Background: an optimization exercise with open tools, aiming at small area and a short achievable clock period. Do not read the settings as production practice.
Function was checked by simulation only, so behaviour that the tests miss may differ from the original.

Design FIR_Filter_16tap, start of the top module:
module FIR_Filter_16tap #(parameter N = 16)(
    input clk, reset, enable,
    input [N-1:0] data_in,
    output [31:0] data_out
);
export LEC_CHECK = 0
export CAP_MARGIN = 20
export CORE_MARGIN = 2
export CORE_UTILIZATION = 62
export SLEW_MARGIN = 20
create_clock -name core_clock -period 16.0 [get_ports {clk}]
standard.sh (not shown) runs the stock make flow with config.mk's settings and CLKGATE_MAP_FILE= SYNTH_SCRIPT=/design/flow/synth_recipe.tcl, a recipe that flattens the netlist after the stock synthesis.
==> flow/flow/run.sh <==
#!/bin/bash
# Layout flow: the standard flow with its synthesis netlist replaced by a
# hand-built gate netlist of the same design (flow/hand.py, the script that
# also wrote rtl/fir_filter_16tap.v, so registers and adder structure match
# the RTL one for one), then
#  - flow/fixpol.py removes inverters around full adders (a full adder is
#    self-dual); the logic function is unchanged;
#  - timing repair aims at a setup margin of 11.3 ns (about a 4.7 ns period)
#    instead of the bare 16 ns clock;
#  - ports are buffered with buf_4 cells, and the clock tree uses clkbuf_8
#    cells, sink clusters of 15 and no dummy loads.
# The standard synthesis still runs first; if its registers (names and cell
# types) differ from the hand netlist's, its own netlist is kept instead.
# Logs: make_synth.log, hand.log, fixpol.log, make_finish.log here, and the
# ORFS logs under orfs/logs.
set -euo pipefail
MARGIN=${MARGIN:-11.3}
CTS="-sink_clustering_enable -repair_clock_nets -dont_use_dummy_load -buf_list {sky130_fd_sc_hd__clkbuf_8} -sink_clustering_size 18 -sink_clustering_max_diameter 60"
R=orfs/results/sky130hd/FIR_Filter_16tap/base
bash standard.sh synth > make_synth.log 2>&1
cp $R/1_2_yosys.v std_synth.v
python3 flow/hand.py --pol alt --csC --x1c --cpaA bk --gclr --c16ha -o hand.v > hand.log 2>&1
regs() { grep -o 'dfxtp_1 [^ ]*' "$1" | sort; }
if [[ "$(regs std_synth.v)" == "$(regs hand.v)" ]] && [[ $(regs hand.v | wc -l) -gt 0 ]]; then
  echo "using hand netlist" >> hand.log
  cp hand.v $R/1_2_yosys.v
else
  echo "register mismatch: keeping the standard netlist" >> hand.log
fi
python3 flow/fixpol.py $R/1_2_yosys.v > fixpol.log 2>&1
touch $R/1_2_yosys.v
bash standard.sh finish SETUP_SLACK_MARGIN=$MARGIN "BUFFER_PORTS_ARGS=-buffer_cell sky130_fd_sc_hd__buf_4" "CTS_ARGS=$CTS" > make_finish.log 2>&1
Other scripts of this flow, unchanged in this note and not shown: flow/flow/fixpol.py, flow/flow/hand.py
The baseline ran to the end with no violations.
Then changed:
--- a/flow/flow/run.sh
+++ b/flow/flow/run.sh
@@ -10,3 +10,3 @@
 #  - ports are buffered with buf_4 cells, and the clock tree uses clkbuf_8
-#    cells, sink clusters of 15 and no dummy loads.
+#    cells, sink clusters of 18 and no dummy loads.
 # The standard synthesis still runs first; if its registers (names and cell
@@ -16,3 +16,3 @@
 set -euo pipefail
-MARGIN=${MARGIN:-11.3}
+MARGIN=${MARGIN:-11.4}
 CTS="-sink_clustering_enable -repair_clock_nets -dont_use_dummy_load -buf_list {sky130_fd_sc_hd__clkbuf_8} -sink_clustering_size 18 -sink_clustering_max_diameter 60"
The changed run went through all stages and came out clean.
Area after synthesis is unchanged.
Die area is unchanged.
Design area is higher by 1.9%.
Wire length grows by 2.7%.
First-iteration DRC count grows by 1.8%.
Non-clock buffer count climbs by 11.
Via count came out higher by 1.1%.
Worst setup slack gains 58 ps.
Utilization rose by 1.3 points.
Then changed:
--- a/flow/flow/run.sh
+++ b/flow/flow/run.sh
@@ -16,3 +16,3 @@
 set -euo pipefail
-MARGIN=${MARGIN:-11.4}
+MARGIN=${MARGIN:-11.3}
 CTS="-sink_clustering_enable -repair_clock_nets -dont_use_dummy_load -buf_list {sky130_fd_sc_hd__clkbuf_8} -sink_clustering_size 18 -sink_clustering_max_diameter 60"
What happened:
- The new run went through all stages and came out clean
- sequential cell count does not change
- area after synthesis does not change
- via count goes down by 1.1%
- worst setup slack is worse by 58 ps
- cell area goes down by 1.8%
- non-clock buffer count drops by 11
- fmax is lower by 1.3%

* * *

## oak
FIR_Filter_16tap, a different RTL version from the one above (not shown whole).
For scale: about 1400 cells after synthesis, ~51 I/O pins, ~16000 um^2 of cells after synthesis.
==> flow/config.mk <==
export PLATFORM = sky130hd
export DESIGN_NAME = FIR_Filter_16tap
export DESIGN_NICKNAME = FIR_Filter_16tap
export VERILOG_FILES = /design/flow/design.v
export SDC_FILE = /design/flow/constraint.sdc
export NUM_CORES = 4
export LEC_CHECK = 0
export CAP_MARGIN = 20
export CORE_MARGIN = 2
export CORE_UTILIZATION = 62
export SLEW_MARGIN = 20
==> flow/constraint.sdc <==
create_clock -name core_clock -period 16.0 [get_ports {clk}]
set_input_delay 3.2000 -clock core_clock [delete_from_list [all_inputs] [get_ports {clk}]]
set_output_delay 3.2000 -clock core_clock [all_outputs]
set_load 0.01 [all_outputs]
==> flow/flow/run.sh <==
#!/bin/bash
# Layout flow: the standard flow with its synthesis netlist replaced by a
# hand-built gate netlist of the same design (flow/hand.py, the script that
# also wrote rtl/fir_filter_16tap.v, so registers and adder structure match
# the RTL one for one), then
#  - flow/fixpol.py removes inverters around full adders (a full adder is
#    self-dual); the logic function is unchanged;
#  - timing repair aims at a setup margin of 11.3 ns (about a 4.7 ns period)
#    instead of the bare 16 ns clock;
#  - ports are buffered with buf_4 cells, and the clock tree uses clkbuf_8
#    cells, sink clusters of 15 and no dummy loads.
# The standard synthesis still runs first; if its registers (names and cell
# types) differ from the hand netlist's, its own netlist is kept instead.
# Logs: make_synth.log, hand.log, fixpol.log, make_finish.log here, and the
# ORFS logs under orfs/logs.
set -euo pipefail
MARGIN=${MARGIN:-11.5}
CTS="-sink_clustering_enable -repair_clock_nets -dont_use_dummy_load -buf_list {sky130_fd_sc_hd__clkbuf_8} -sink_clustering_size 15 -sink_clustering_max_diameter 60"
R=orfs/results/sky130hd/FIR_Filter_16tap/base
bash standard.sh synth > make_synth.log 2>&1
cp $R/1_2_yosys.v std_synth.v
python3 flow/hand.py --pol alt --csC --x1c --cpaA bk --gclr -o hand.v > hand.log 2>&1
regs() { grep -o 'dfxtp_1 [^ ]*' "$1" | sort; }
if [[ "$(regs std_synth.v)" == "$(regs hand.v)" ]] && [[ $(regs hand.v | wc -l) -gt 0 ]]; then
  echo "using hand netlist" >> hand.log
  cp hand.v $R/1_2_yosys.v
else
  echo "register mismatch: keeping the standard netlist" >> hand.log
fi
python3 flow/fixpol.py $R/1_2_yosys.v > fixpol.log 2>&1
touch $R/1_2_yosys.v
bash standard.sh finish SETUP_SLACK_MARGIN=$MARGIN "BUFFER_PORTS_ARGS=-buffer_cell sky130_fd_sc_hd__buf_4" "CTS_ARGS=$CTS" > make_finish.log 2>&1
Other scripts of this flow, unchanged in this note and not shown: flow/flow/fixpol.py, flow/flow/hand.py
oak | status: complete | timing, DRC, antenna: pass
Changes in pine relative to oak:
diff --git a/flow/flow/run.sh b/flow/flow/run.sh
--- a/flow/flow/run.sh
+++ b/flow/flow/run.sh
@@ -16,3 +16,3 @@
 set -euo pipefail
-MARGIN=${MARGIN:-11.5}
+MARGIN=${MARGIN:-11.15}
 CTS="-sink_clustering_enable -repair_clock_nets -dont_use_dummy_load -buf_list {sky130_fd_sc_hd__clkbuf_8} -sink_clustering_size 15 -sink_clustering_max_diameter 60"
--- outcome ---
- The final layout from pine, which completed every stage, passed the timing, DRC and antenna checks at the end of the flow.
- Die outline width: oak vs pine — no meaningful difference
- Looking only at minimum clock period after layout, and setting everything else aside, the lower value of pine and oak goes to oak.
- Compared to oak, pine has design area about 4% lower.
- oak has lower maximum fanout along the worst path than pine.
- Number of inserted filler cells in the final layout is lower on oak
Input changes introduced in birch (baseline for comparison: pine):
diff --git a/flow/flow/run.sh b/flow/flow/run.sh
--- a/flow/flow/run.sh
+++ b/flow/flow/run.sh
@@ -16,3 +16,3 @@
 set -euo pipefail
-MARGIN=${MARGIN:-11.15}
+MARGIN=${MARGIN:-11.3}
 CTS="-sink_clustering_enable -repair_clock_nets -dont_use_dummy_load -buf_list {sky130_fd_sc_hd__clkbuf_8} -sink_clustering_size 15 -sink_clustering_max_diameter 60"
==> comparison <==
birch has completed all stages; timing, DRC and antenna checks passed. Per the comparison of birch with pine, clock network area share did not really move; worst-path maximum fanout now smaller. Delta (birch minus pine): detailed route wirelength on metal2 increased about 1.1%, post-synthesis to final-layout area growth increased 0.83 points, final cycle utilization of the critical path decreased 0.70 points.
Input-level comparison between maple and birch:
Settings: CORE_UTILIZATION: 62 -> 66.
Notes after the runs:
- Across maple and birch, none had a timing, DRC or antenna violation.
- maple against birch: minimum setup slack after placement dropped 0.13 ns, sequential share of layout area climbed 0.20 points.
- met2 global-route usage, maple and birch, lower one = birch.
- Final wirelength (maple vs. birch) decreases by a few percent
- Between maple and birch, the via count does not differ in any meaningful way.
- Re first-pass GRT wire length: maple and birch aren't equal, and the lower value belongs to maple.
What cedar does differently from maple at the input level:
Settings: CORE_UTILIZATION now 57, was 66.
### Flow results
From maple to cedar the numbers moved as follows: count of placed standard cells including taps grew by 20.
Per the comparison of cedar with maple, setup slack climbed 0.013 ns, post-route cell area was more or less identical, number of non-clock buffers now sits lower.
maple -> cedar: number of flip-flops and latches delta 0, exact match

* * *

FIR_Filter_16tap, a different RTL version from the one above (not shown whole).
For scale: roughly 1400 cells after synthesis, ~51 I/O pins, about 16000 um2 of cells after synthesis.
clock: 16.0 ns
lec_check: 0
cap_margin: 20
core_margin: 2
core_utilization: 70
slew_margin: 20
==> flow/flow/run.sh <==
#!/bin/bash
# Layout flow: the standard flow with its synthesis netlist replaced by a
# hand-built gate netlist of the same design (flow/hand.py), then
#  - flow/fixpol.py removes inverters around full adders (a full adder is
#    self-dual); the logic function is unchanged;
#  - timing repair aims at a tighter setup margin than the 16 ns clock needs;
#  - ports are buffered with buf_2, and the clock tree uses clkbuf_4/8 with
#    larger sink clusters and no dummy loads.
# The standard synthesis still runs first; if its registers (names and cell
# types) differ from the hand netlist's, its own netlist is kept instead.
set -euo pipefail
MARGIN=${MARGIN:-11.3}
CTS="-sink_clustering_enable -repair_clock_nets -dont_use_dummy_load -buf_list {sky130_fd_sc_hd__clkbuf_8} -sink_clustering_size 15 -sink_clustering_max_diameter 60"
R=orfs/results/sky130hd/FIR_Filter_16tap/base
bash standard.sh synth > make_synth.log 2>&1
cp $R/1_2_yosys.v std_synth.v
python3 flow/hand.py --pol alt --csC --x1c --cpaA bk -o hand.v > hand.log 2>&1
regs() { grep -o 'dfxtp_1 [^ ]*' "$1" | sort; }
if [[ "$(regs std_synth.v)" == "$(regs hand.v)" ]] && [[ $(regs hand.v | wc -l) -gt 0 ]]; then
  echo "using hand netlist" >> hand.log
  cp hand.v $R/1_2_yosys.v
else
  echo "register mismatch: keeping the standard netlist" >> hand.log
fi
python3 flow/fixpol.py $R/1_2_yosys.v > fixpol.log 2>&1
touch $R/1_2_yosys.v
bash standard.sh finish SETUP_SLACK_MARGIN=$MARGIN "BUFFER_PORTS_ARGS=-buffer_cell sky130_fd_sc_hd__buf_4" "CTS_ARGS=$CTS" > make_finish.log 2>&1
Other scripts of this flow, unchanged in this note and not shown: flow/flow/fixpol.py, flow/flow/hand.py
Rerun with:
Settings changed: CORE_UTILIZATION 70 to 55.
What happened:
- maximum frequency drops slightly
- final area rises slightly
- flip-flop and latch count does not change

-- afterwards: timing with drivers on the ports --
Ports are ideal in the flow. The routed layouts listed here were re-timed in OpenROAD. Step 1 sets driving cells, clkbuf_16 on the clock port and buf_2 on the other inputs (assumed; they add their load-dependent delay and slew). Step 2 adds t to the input delays and takes it off the output delays; t is the mean of the earliest and latest rising clock arrival at the registers after step 1. Input paths then give back, and output paths get back, about the clock's delay inside the block. Three values: ideal, step 1, step 2; two values: the first two.
| run | t (ns) | slack for setup (ns) | worst setup path after step 2 | slew at the worst register clock pin (ns) | worst data-port slew with drivers (ns) |
|---|---|---|---|---|---|
| the first run of note 1 | 0.594 | 11.406 / 11.429 / 10.835 | input to register | 0.11 / 0.11 | 0.04 |
| the second run of note 1 | 0.595 | 11.464 / 11.478 / 10.883 | input to register | 0.11 / 0.11 | 0.04 |
| the third run of note 1 | 0.594 | 11.406 / 11.429 / 10.835 | input to register | 0.11 / 0.11 | 0.04 |
| oak | 0.604 | 11.421 / 11.446 / 10.842 | input to register | 0.10 / 0.10 | 0.07 |
| pine | 0.605 | 11.267 / 11.291 / 10.686 | input to register | 0.10 / 0.10 | 0.03 |
| birch | 0.603 | 11.380 / 11.401 / 10.799 | input to register | 0.10 / 0.10 | 0.03 |
| maple | 0.616 | 11.292 / 11.317 / 10.701 | input to register | 0.10 / 0.10 | 0.03 |
| cedar | 0.631 | 11.305 / 11.326 / 10.696 | input to register | 0.10 / 0.10 | 0.03 |
| the first run of note 3 | 0.606 | 11.319 / 11.342 / 10.736 | input to register | 0.09 / 0.09 | 0.06 |
| the second run of note 3 | 0.629 | 11.285 / 11.306 / 10.677 | input to register | 0.10 / 0.10 | 0.07 |
After both steps setup and hold are still met in every run listed. The setup slack of cedar, which loses most, moves by +0.021 ns with the drivers and by -0.609 ns with both steps.
